From an optimization exercise on the open Yosys and OpenROAD flow, aimed at small area and a short achievable clock period; shortcuts taken in it are not production practice. The RTL was checked by simulation tests, not by an equivalence proof against the original design. Power is estimated from default activity; no workload was simulated.

[design/flow/run.sh]
#!/bin/bash
# synth_recipe.tcl (not shown) runs the flow's synth.tcl, then flattens the netlist and writes it again
# the make line also repeats each setting of config.mk as NAME=value (left out here)
make -C /OpenROAD-flow-scripts/flow DESIGN_CONFIG=/design/flow/config.mk WORK_HOME=/design/flow/orfs CLKGATE_MAP_FILE= SYNTH_SCRIPT=/design/flow/synth_recipe.tcl finish
[design/flow/config.mk]
export PLATFORM = sky130hd
export DESIGN_NAME = avalon_uart
export DESIGN_NICKNAME = avalon_uart
export VERILOG_FILES = /design/flow/design.v
export SDC_FILE = /design/flow/constraint.sdc
export NUM_CORES = 4
export LEC_CHECK = 0
export CAP_MARGIN = 20
export CORE_MARGIN = 2
export CORE_UTILIZATION = 40
export SLEW_MARGIN = 20
[design/flow/constraint.sdc]
create_clock -name core_clock -period 3.5 [get_ports {clk}]
set_input_delay 0.7000 -clock core_clock [delete_from_list [all_inputs] [get_ports {clk}]]
set_output_delay 0.7000 -clock core_clock [all_outputs]
set_load 0.01 [all_outputs]
[design/flow/design.v]
module uart_fifo #(
    parameter WIDTH = 32,            
    parameter DEPTH = 4,             
    parameter AWIDTH = $clog2(DEPTH)
) (
    input                       rst,
    input                       clk,
    input                       push,
    input                       pop,
    input [WIDTH-1:0]           din,
    output logic [WIDTH-1:0]    dout,
    output                      full,
    output                      empty,
    output [AWIDTH:0]           entry
);
    reg [WIDTH-1:0]     mem[2**AWIDTH-1:0];      
    reg [AWIDTH:0]      rdptr;
    reg [AWIDTH:0]      wtptr;
    logic               ren;
    logic               wen;
    logic [AWIDTH:0]    wrptr_minus_rdptr;
    always @(posedge clk) begin
        if (rst) begin
            rdptr <= 'b0;
            wtptr <= 'b0;
        end
        else begin
            if (ren) begin
                rdptr <= rdptr + 1'b1;
            end
            if (wen) begin
                wtptr <= wtptr + 1'b1;
            end
        end
    end
    assign wen = ~full & push;
    assign ren = ~empty & pop;
    assign wrptr_minus_rdptr = wtptr - rdptr;
    assign full  = wrptr_minus_rdptr == DEPTH;
    assign empty = wrptr_minus_rdptr == 0;
    assign entry = wrptr_minus_rdptr;
    always @(posedge clk) begin
        if (wen)
        begin
            mem[wtptr[AWIDTH-1:0]] <= din;
        end
    end
    always @* begin
        dout = mem[rdptr[AWIDTH-1:0]];
    end
endmodule
module uart_baud #(
    parameter SAMPLE = 1
) (
    input           clk,
    input           rst,
    input [15:0]    cfg_div,
    input           baud_clear,
    output reg      baud_tick,
    output reg      baud_sample
);
    reg [15:0]      baud_cnt;
    logic           baud_cnt_fire;
    logic [15:0]    div;
    assign baud_cnt_fire = baud_cnt == 0;
    assign div = cfg_div + 1'b1;
    always @(posedge clk) begin
        if (rst) baud_cnt <= 0;
        else begin
            if (baud_cnt_fire || baud_clear) baud_cnt <= div;
            else baud_cnt <= baud_cnt - 1'b1;
        end
    end
    always @(posedge clk) begin
        if (rst) baud_tick <= 0;
        else baud_tick <= baud_cnt_fire;
    end
    generate
        if (SAMPLE) begin: sample_logic
            reg [11:0]  sample_cnt;
            logic       sample_cnt_fire;
            assign sample_cnt_fire = sample_cnt == 0;
            always @(posedge clk) begin
                if (rst) sample_cnt <= 0;
                else begin
                    if (sample_cnt_fire || baud_clear) sample_cnt <= div[15:4];
                    else sample_cnt <= sample_cnt - 1'b1;
                end
            end
            always @(posedge clk) begin
                if (rst) baud_sample <= 0;
                else baud_sample <= sample_cnt_fire;
            end
        end
        else begin: no_sample_logic
            always baud_sample = 0;
        end
    endgenerate
endmodule
module uart_rx (
    input           clk,
    input           rst,
    input [15:0]    cfg_div,
    input           cfg_rxen,
    input           cfg_nstop,
    output reg       rx_valid,
    output reg [7:0] rx_data,
    input           uart_rxd
);
    logic           baud_tick;
    logic           baud_sample;
    logic           cycle_cnt_fire;
    logic           cycle_cnt_cmpl;
    logic           sample_cnt_fire;
    logic           uart_rxd_synced;
    reg [1:0]       uart_rxd_sync;
    reg             baud_clear;
    reg [2:0]       cycle_cnt;
    reg [3:0]       sample_cnt;
    localparam IDLE  = 0;
    localparam START = 1;
    localparam DATA  = 2;
    localparam STOP  = 3;
    reg [1:0]       state;
    logic [1:0]     state_next;
    assign cycle_cnt_fire = (cycle_cnt == 0);
    assign cycle_cnt_cmpl = cycle_cnt_fire & baud_tick;
    assign sample_cnt_fire = (sample_cnt == 0);
    always @(posedge clk) begin
        if (rst) uart_rxd_sync <= 2'b11;
        else begin
            uart_rxd_sync[0] <= uart_rxd;
            uart_rxd_sync[1] <= uart_rxd_sync[0];
        end
    end
    assign uart_rxd_synced = uart_rxd_sync[1];
    always @(*) begin
        state_next = state;
        case(state)
            IDLE:  if (!uart_rxd_synced & cfg_rxen) state_next = START;
            START: if (sample_cnt_fire) state_next = DATA;  
            DATA:  if (cycle_cnt_cmpl) state_next = STOP;
            STOP:  if (cycle_cnt_cmpl) state_next = IDLE;
        endcase
    end
    always @(posedge clk) begin
        if (rst) state <= IDLE;
        else state <= state_next;
    end
    always @(posedge clk) begin
        baud_clear <= 1'b0;
        rx_valid <= 1'b0;
        if (baud_sample) sample_cnt <= sample_cnt - 1'b1;
        if (baud_tick) cycle_cnt <= cycle_cnt - 1'b1;
        case(state)
            IDLE: begin
                baud_clear <= 1'b1;
                sample_cnt <= 7;
            end
            START: begin
                if (sample_cnt_fire) baud_clear <= 1'b1;
                cycle_cnt <= 7;
            end
            DATA: begin
                if (baud_tick) rx_data <= {uart_rxd_synced, rx_data[7:1]};
                if (cycle_cnt_cmpl) cycle_cnt <= {2'b0, cfg_nstop};
            end
            STOP: begin
                rx_valid <= cycle_cnt_cmpl;
            end
        endcase
    end
    uart_baud u_uart_baud(
        .clk            (clk),
        .rst            (rst),
        .cfg_div        (cfg_div),
        .baud_clear     (baud_clear),
        .baud_tick      (baud_tick),
        .baud_sample    (baud_sample)
    );
endmodule
module uart_tx (
    input           clk,
    input           rst,
    input [15:0]    cfg_div,
    input           cfg_txen,
    input           cfg_nstop,
    input           tx_valid,
    input [7:0]     tx_data,
    output reg      tx_ready,
    output reg      uart_txd
);
    logic           req;
    logic           baud_tick;
    logic           cycle_cnt_cmpl;
    logic           cycle_cnt_fire;
    reg             baud_clear;
    reg [7:0]       buffer;
    reg [2:0]       cycle_cnt;
    localparam IDLE  = 0;
    localparam START = 1;
    localparam DATA  = 2;
    localparam STOP  = 3;
    reg [1:0]       state;
    logic [1:0]     state_next;
    assign          req = tx_valid & tx_ready & cfg_txen;
    assign          cycle_cnt_fire = (cycle_cnt == 0);
    assign          cycle_cnt_cmpl = cycle_cnt_fire & baud_tick;
    always @(*) begin
        state_next = state;
        case(state)
            IDLE:  if (req) state_next = START;
            START: if (baud_tick) state_next = DATA;
            DATA:  if (cycle_cnt_cmpl) state_next = STOP;
            STOP:  if (cycle_cnt_cmpl) state_next = IDLE;
        endcase
    end
    always @(posedge clk) begin
        if (rst) state <= IDLE;
        else state <= state_next;
    end
    always @(posedge clk) begin
        baud_clear <= 1'b0;
        tx_ready <= 1'b0;
        if (baud_tick) cycle_cnt <= cycle_cnt - 1'b1;
        case(state)
            IDLE: begin
                buffer <= tx_data;
                tx_ready <= ~req;
                uart_txd <= 1'b1;
                baud_clear <= 1'b1;
            end
            START: begin
                uart_txd <= 1'b0;
                cycle_cnt <= 7;
            end
            DATA: begin
                uart_txd <= buffer[0];
                if (baud_tick) buffer <= (buffer >> 1);
                if (cycle_cnt_cmpl) cycle_cnt <= {2'b0, cfg_nstop};
            end
            STOP: begin
                uart_txd <= 1'b1;
            end
        endcase
    end
    uart_baud u_uart_baud(
        .clk            (clk),
        .rst            (rst),
        .cfg_div        (cfg_div),
        .baud_clear     (baud_clear),
        .baud_tick      (baud_tick),
        .baud_sample    ()
    );
endmodule
module avalon_uart (
    input               clk,
    input               rst,
    input               avn_read,
    input               avn_write,
    input [4:0]         avn_address,
    input [31:0]        avn_writedata,
    output reg [31:0]   avn_readdata,
    output              avn_waitrequest,
    output              int_txwm,
    output              int_rxwm,
    output              uart_txd,
    input               uart_rxd
);
    logic [15:0]    cfg_div;
    logic           cfg_txen;
    logic           cfg_rxen;
    logic           cfg_nstop;
    logic           tx_valid;
    logic [7:0]     tx_data;
    logic           tx_ready;
    logic           rx_valid;
    logic [7:0]     rx_data;
    logic           txfifo_push;
    logic           txfifo_pop;
    logic [7:0]     txfifo_din;
    logic [7:0]     txfifo_dout;
    logic           txfifo_full;
    logic           txfifo_empty;
    logic [3:0]     txfifo_entry;
    logic           rxfifo_push;
    logic           rxfifo_pop;
    logic [7:0]     rxfifo_din;
    logic [7:0]     rxfifo_dout;
    logic           rxfifo_full;
    logic           rxfifo_empty;
    logic [3:0]     rxfifo_entry;
    logic           txwm;
    logic           rxwm;
    reg             txdata_valid;
    logic [31:0]    txdata;
    reg             txdata_full;
    reg [7:0]       txdata_data;
    logic           txdata_write;
    assign txdata = {txdata_full, 23'b0, txdata_data};
    logic [31:0]    rxdata;
    logic           rxdata_empty;
    logic [7:0]     rxdata_data;
    logic           rxdata_read;
    assign rxdata = {rxdata_empty, 23'b0, rxdata_data};
    logic [31:0]    txctrl;
    reg [2:0]       txctrl_txcnt;
    reg             txctrl_nstop;    
    reg             txctrl_txen;
    logic           txctrl_write;
    assign txctrl = {13'b0, txctrl_txcnt, 14'b0, txctrl_nstop, txctrl_txen};
    logic [31:0]    rxctrl;
    reg [2:0]       rxctrl_rxcnt;
    reg             rxctrl_rxen;
    logic           rxctrl_write;
    assign rxctrl = {13'b0, rxctrl_rxcnt, 15'b0, rxctrl_rxen};
    logic [31:0]    ie;
    reg             ie_rxwm;
    reg             ie_txwm;
    logic           ie_write;
    assign ie = {30'b0, ie_rxwm, ie_txwm};
    logic [31:0]    ip;
    reg             ip_rxwm;
    reg             ip_txwm;
    assign ip = {30'b0, ip_rxwm, ip_txwm};
    logic [31:0]    div;
    reg [15:0]      div_div;     
    logic           div_write;
    assign div = {16'b0, div_div};
    always @(posedge clk) begin
        case(avn_address)
        5'h00: avn_readdata <= txdata;
        5'h04: avn_readdata <= rxdata;
        5'h08: avn_readdata <= txctrl;
        5'h0C: avn_readdata <= rxctrl;
        5'h10: avn_readdata <= ie;
        5'h14: avn_readdata <= ip;
        5'h18: avn_readdata <= div;
        default: avn_readdata <= txdata;
        endcase
    end
    always @* begin
        txdata_write = 1'b0;
        txctrl_write = 1'b0;
        rxctrl_write = 1'b0;
        ie_write = 1'b0;
        div_write = 1'b0;
        /*verilator lint_off CASEINCOMPLETE*/
        case(avn_address)
        /*verilator lint_on CASEINCOMPLETE*/
        5'h00: txdata_write = avn_write;
        5'h08: txctrl_write = avn_write;
        5'h0C: rxctrl_write = avn_write;
        5'h10: ie_write = avn_write;
        5'h18: div_write = avn_write;
        endcase
    end
    always @(posedge clk) begin
        if (rst) begin
            txdata_data <= 8'b0;
            txctrl_txcnt <= 3'b0;
            txctrl_nstop <= 1'b0;
            txctrl_txen <= 1'b0;
            rxctrl_rxcnt <= 3'b0;
            rxctrl_rxen <= 1'b0;
            ie_rxwm <= 1'b0;
            ie_txwm <= 1'b0;
            div_div <= 16'b0;
        end
        else begin
        if (txdata_write) begin
            txdata_data <= avn_writedata[7:0];
        end
        if (txctrl_write) begin
            txctrl_txcnt <= avn_writedata[18:16];
            txctrl_nstop <= avn_writedata[1];
            txctrl_txen <= avn_writedata[0];
        end
        if (rxctrl_write) begin
            rxctrl_rxcnt <= avn_writedata[18:16];
            rxctrl_rxen <= avn_writedata[0];
        end
        if (ie_write) begin
            ie_rxwm <= avn_writedata[1];
            ie_txwm <= avn_writedata[0];
        end
        if (div_write) begin
            div_div <= avn_writedata[15:0];
        end
        end
    end
    always @(posedge clk) begin
        txdata_full <= txfifo_full;
        ip_rxwm <= rxwm;
        ip_txwm <= txwm;
    end
    assign avn_waitrequest = 1'b0;
    assign rxdata_empty = rxfifo_empty;
    assign rxdata_data = rxfifo_dout;
    assign int_txwm = ip_txwm;
    assign int_rxwm = ip_rxwm;
    assign rxdata_read = (avn_address == 5'h04) & avn_read;
    assign cfg_div   = div_div;
    assign cfg_txen  = txctrl_txen;
    assign cfg_rxen  = rxctrl_rxen;
    assign cfg_nstop = txctrl_nstop;
    always @(posedge clk) begin
        if (rst) txdata_valid <= 1'b0;
        else txdata_valid <= txdata_write;
    end
    assign txfifo_push  = txdata_valid & ~txfifo_full;
    assign txfifo_pop   = ~txfifo_empty & tx_ready;
    assign txfifo_din   = txdata_data;
    assign tx_valid     = txfifo_pop;
    assign tx_data      = txfifo_dout;
    assign txwm         = (txfifo_entry < {1'b0, txctrl_txcnt}) & ie_txwm;
    assign rxfifo_push  = rx_valid & ~rxfifo_full;
    assign rxfifo_pop   = rxdata_read;
    assign rxfifo_din   = rx_data;
    assign rxwm         = (rxfifo_entry > {1'b0, rxctrl_rxcnt}) & ie_rxwm;
    uart_tx u_uart_tx(.*);
    uart_rx u_uart_rx(.*);
    uart_fifo #( .WIDTH (8), .DEPTH (8))
    u_tx_fifo (
        .rst    (rst),
        .clk    (clk),
        .push   (txfifo_push),
        .pop    (txfifo_pop),
        .din    (txfifo_din),
        .dout   (txfifo_dout),
        .full   (txfifo_full),
        .empty  (txfifo_empty),
        .entry  (txfifo_entry)
    );
    uart_fifo #( .WIDTH (8), .DEPTH (8))
    u_rx_fifo (
        .rst    (rst),
        .clk    (clk),
        .push   (rxfifo_push),
        .pop    (rxfifo_pop),
        .din    (rxfifo_din),
        .dout   (rxfifo_dout),
        .full   (rxfifo_full),
        .empty  (rxfifo_empty),
        .entry  (rxfifo_entry)
    );
endmodule
==> run summary <==
flip-flops by register name, indices dropped and copies added, names as in the netlist, 8 cells and up, named ones only:
register / flops
avn_readdata: 20
div_div: 16
txdata_data: 8
u_rx_fifo.mem: 64
u_tx_fifo.mem: 64
u_uart_rx.rx_data: 8
u_uart_rx.u_uart_baud.baud_cnt: 16
u_uart_rx.u_uart_baud.sample_logic.sample_cnt: 12
u_uart_tx.buffer: 8
u_uart_tx.u_uart_baud.baud_cnt: 16
per-stage QoR:
step | power (W) | instance area (µm²)
2_1_floorplan | 0.00535 | 12800
3_3_place_gp | 0.00567 | 13700
3_5_place_dp | 0.00570 | 13700
4_1_cts | 0.00896 | 14700
5_1_grt | 0.00929 | 14700
6_report | 0.00886 | 14700
area by class of cell:
cell class | instances | area, µm²
clock buffer | 38 | 802
sequential | 293 | 7310
timing repair buffer | 78 | 723
inverter | 40 | 150
fill | 2791 | 16800
clock inverter | 20 | 208
tap | 402 | 503
multi-input combinational | 674 | 5020
critical path, stage by stage, from the launching register on:
cell	delay [ns]
dfxtp_1	0.39
inv_1	0.19
ha_1	0.19
inv_1	0.06
fa_1	0.38
xor2_1	0.18
or3b_1	0.53
o311a_1	0.44
and3_1	0.33
per-layer routing:
layer  vias to the layer above  track usage [%]  share of wire (%)
met5                         -                0                  0
met4                         0             3.94                1.8
met3                        31             2.69                4.2
met2                       154             26.6                 47
met1                      3920             22.0                 47
li1                       3948                -                  -
final timing paths:
path | start | to | slack (ns) | cells past startpoint
hold / removal | u_uart_rx.uart_rxd_sync[0] | u_uart_rx.uart_rxd_sync[1] | 0.42 | 1
setup reg to reg | u_tx_fifo.wtptr[0] | u_tx_fifo.mem[6][5] | 0.52 | 8
hold reg to reg | u_uart_rx.uart_rxd_sync[0] | u_uart_rx.uart_rxd_sync[1] | 0.42 | 1
setup / recovery | u_tx_fifo.wtptr[0] | u_tx_fifo.mem[6][5] | 0.52 | 8
cell usage in the layout, fill, tap and decap left out, drive strengths merged, types with 5 or more instances in the layout:
cell type	instances
dfxtp	149
edfxtp	144
nor2	101
nand2	69
clkdlybuf4s50	50
inv	42
mux2i	40
a211oi	40
a21oi	39
clkbuf	38
xnor2	37
nand3	36
ha	35
o21ai	34
mux4	32
buf	28
xor2	26
nor3	24
nor4	17
and2	13
conb	13
clkinv	11
nor2b	8
o31ai	8
nand2b	7
nor3b	7
or2	7
a311oi	7
or3	6
and3	6
a22oi	6
nand3b	6
nand4	5
nor4b	5
Yosys cell counts (22+ instances only):
library cell  instances  area (µm²)
nand3_1              36         180
inv_1                40         150
clkbuf_1             31         116
edfxtp_1            144        4320
a21oi_1              39         195
ha_1                 35         438
o21ai_0              34         170
a211oi_1             30         225
nor3_1               22         110
mux4_2               32         721
nor2_1              101         379
nand2_1              69         259
mux2i_1              40         400
dfxtp_1             149        2980
xnor2_1              37         324
xor2_1               26         228
logic make-up (layout without fill, tap and decap cells):
| logic type | after synthesis | count (layout) | synth area share (%) |
|---|---|---|---|
| AO/OA/AOI/OAI | 161 | 161 | 9.21 |
| XOR/XNOR | 63 | 63 | 4.33 |
| adder cells (fa/ha/maj) | 37 | 37 | 3.75 |
| buffers and inverters | 101 | 176 | 3.64 |
| flip-flops | 293 | 293 | 57.4 |
| multiplexers | 75 | 75 | 9.07 |
| other | 1 | 13 | 0.0294 |
| AND/OR/NAND/NOR | 325 | 325 | 12.6 |
power groups by stage:
stage | combinational, W | sequential [W] | clock, W
after floorplan | 0.00134 | 0.00401 | 0
after detailed placement | 0.00162 | 0.00408 | 0
after global placement | 0.00159 | 0.00408 | 0
after global routing | 0.00181 | 0.00404 | 0.00345
final | 0.00162 | 0.00401 | 0.00323
after CTS | 0.00163 | 0.00401 | 0.00331
==> flow_metrics.tcl <==
set metrics [dict create \
    track_usage_pct 16.0 \
    drv_slew 0 \
    nets 1197 \
    cp-start-kind "flip-flop" \
    grt_max_degree 83 \
    fmax_mhz 335 \
    core.rowCount 65 \
    post_route_cells_drive_above_1_share_pct 12.1 \
    switching_share_pct 27.0 \
    ys_warn_count 5 \
    pre_cts_slack_ns 0.479 \
    grt_pass1_vias 7865 \
    critPathRequiredTime_ns 3.75 \
    ys_ff_latch 293 \
    first_pass_iters 5 \
    clock_latency_ns 0.55 \
    p_int_w 0.00647 \
    max-vdd-ir-drop_mv 0.367 \
    htree_num_levels 1 \
    power.density_nw_per_um2 602 \
    avgSynthCellArea_um2 12.1 \
    setup_ws_ns 0.516 \
    p_switching_w 0.00239 \
    crit_fanout 8 \
    setup_violations 0 \
    coreArea_um2 31500 \
    cts_tree "done" \
    tightestPinTransition_ns 1.04 \
    final_util_pct 46.8 \
    hold_viol 0 \
    p_leak_nw 5.02 \
    place_inst 1487 \
    maxCapViolCount 0 \
    hold_buffers 0 \
    io_pins 78 \
    period_minus_slack_ns 2.98 \
    worst_setup_hold_path_clk_slew_ns 0.06 \
    start_util_pct 40.5 \
    cts_root_buffer "clkbuf_16" \
    wl_um 26500 \
    syn_inst 1056 \
    synth-seq-area-share_pct 57.4 \
    relSlewSlack_pct 30.8 \
    clockBufferDepth 3 \
    num_antenna_cells 0 \
    wl_per_cell_um 17.1 \
    antenna_found_initial 0 \
    die_x_um 182 \
    postCtsSetupBuffers 0 \
    fin_crit_sh_pct 85.2 \
    io_buffers 51 \
    synth-main-ff-cell "dfxtp_1" \
    grt_pass1_wl_um 42600 \
    via_per_inst 5.21 \
    worst_clock_skew_ns 0.0174 \
    min_path_type "reg -> reg" \
    gr-total-overflow 0 \
    stdcell_count 1545 \
    end_kind "flip-flop" \
    rsz0062_at_grt "false" \
    synth-edff-count 144 \
    area_growth_pct 15.6 \
    pwr-share-seq_pct 45.2 \
    vias 8053 \
    yosysUniqueCellTypes 70 \
    setup_tns_ns 0 \
    syn-cell-area_um2 12700 \
    p_clk_share_pct 36.5 \
    status "timing/DRC/antenna clean" \
    ant_nets 0 \
    die_y_um 182 \
    crit_type "reg -> reg" \
    async_flop_share_pct 0 \
    critical_path_arrival_ns 3.24 \
    hold_ws_ns 0.417 \
    cts_made_buffers 31 \
    dp_hpwl_um 18200 \
    ctsResizeCount 0 \
    routabilityCongestion 0.776 \
    drc 0 \
    power.share.combinational_pct 18.3 \
    die_area_um2 33300 \
    drtIter0Drc 447 \
    clock-sinks 293 \
]

-- port drivers added, routing unchanged --
Ports are ideal in the flow. The routed layout listed here was re-timed in OpenROAD.
Step 1 sets driving cells, clkbuf_16 on the clock port and buf_2 on the other inputs (assumed; they add their load-dependent delay and slew).
Step 2 also shifts input and output timing later by t, the mid clock arrival at the registers, as if the neighbouring blocks saw the same clock.
a / b / c = ideal / step 1 / step 2; a / b = the first two.
shift t [ns]: 0.591
setup WS [ns]: 0.516 / 0.516 / 0.474
worst register clock-pin slew, ns: 0.06 / 0.06
After both steps setup and hold are still met in this run. For this run, drivers alone change the setup slack by 0.000 ns; drivers and shift together by -0.042 ns.
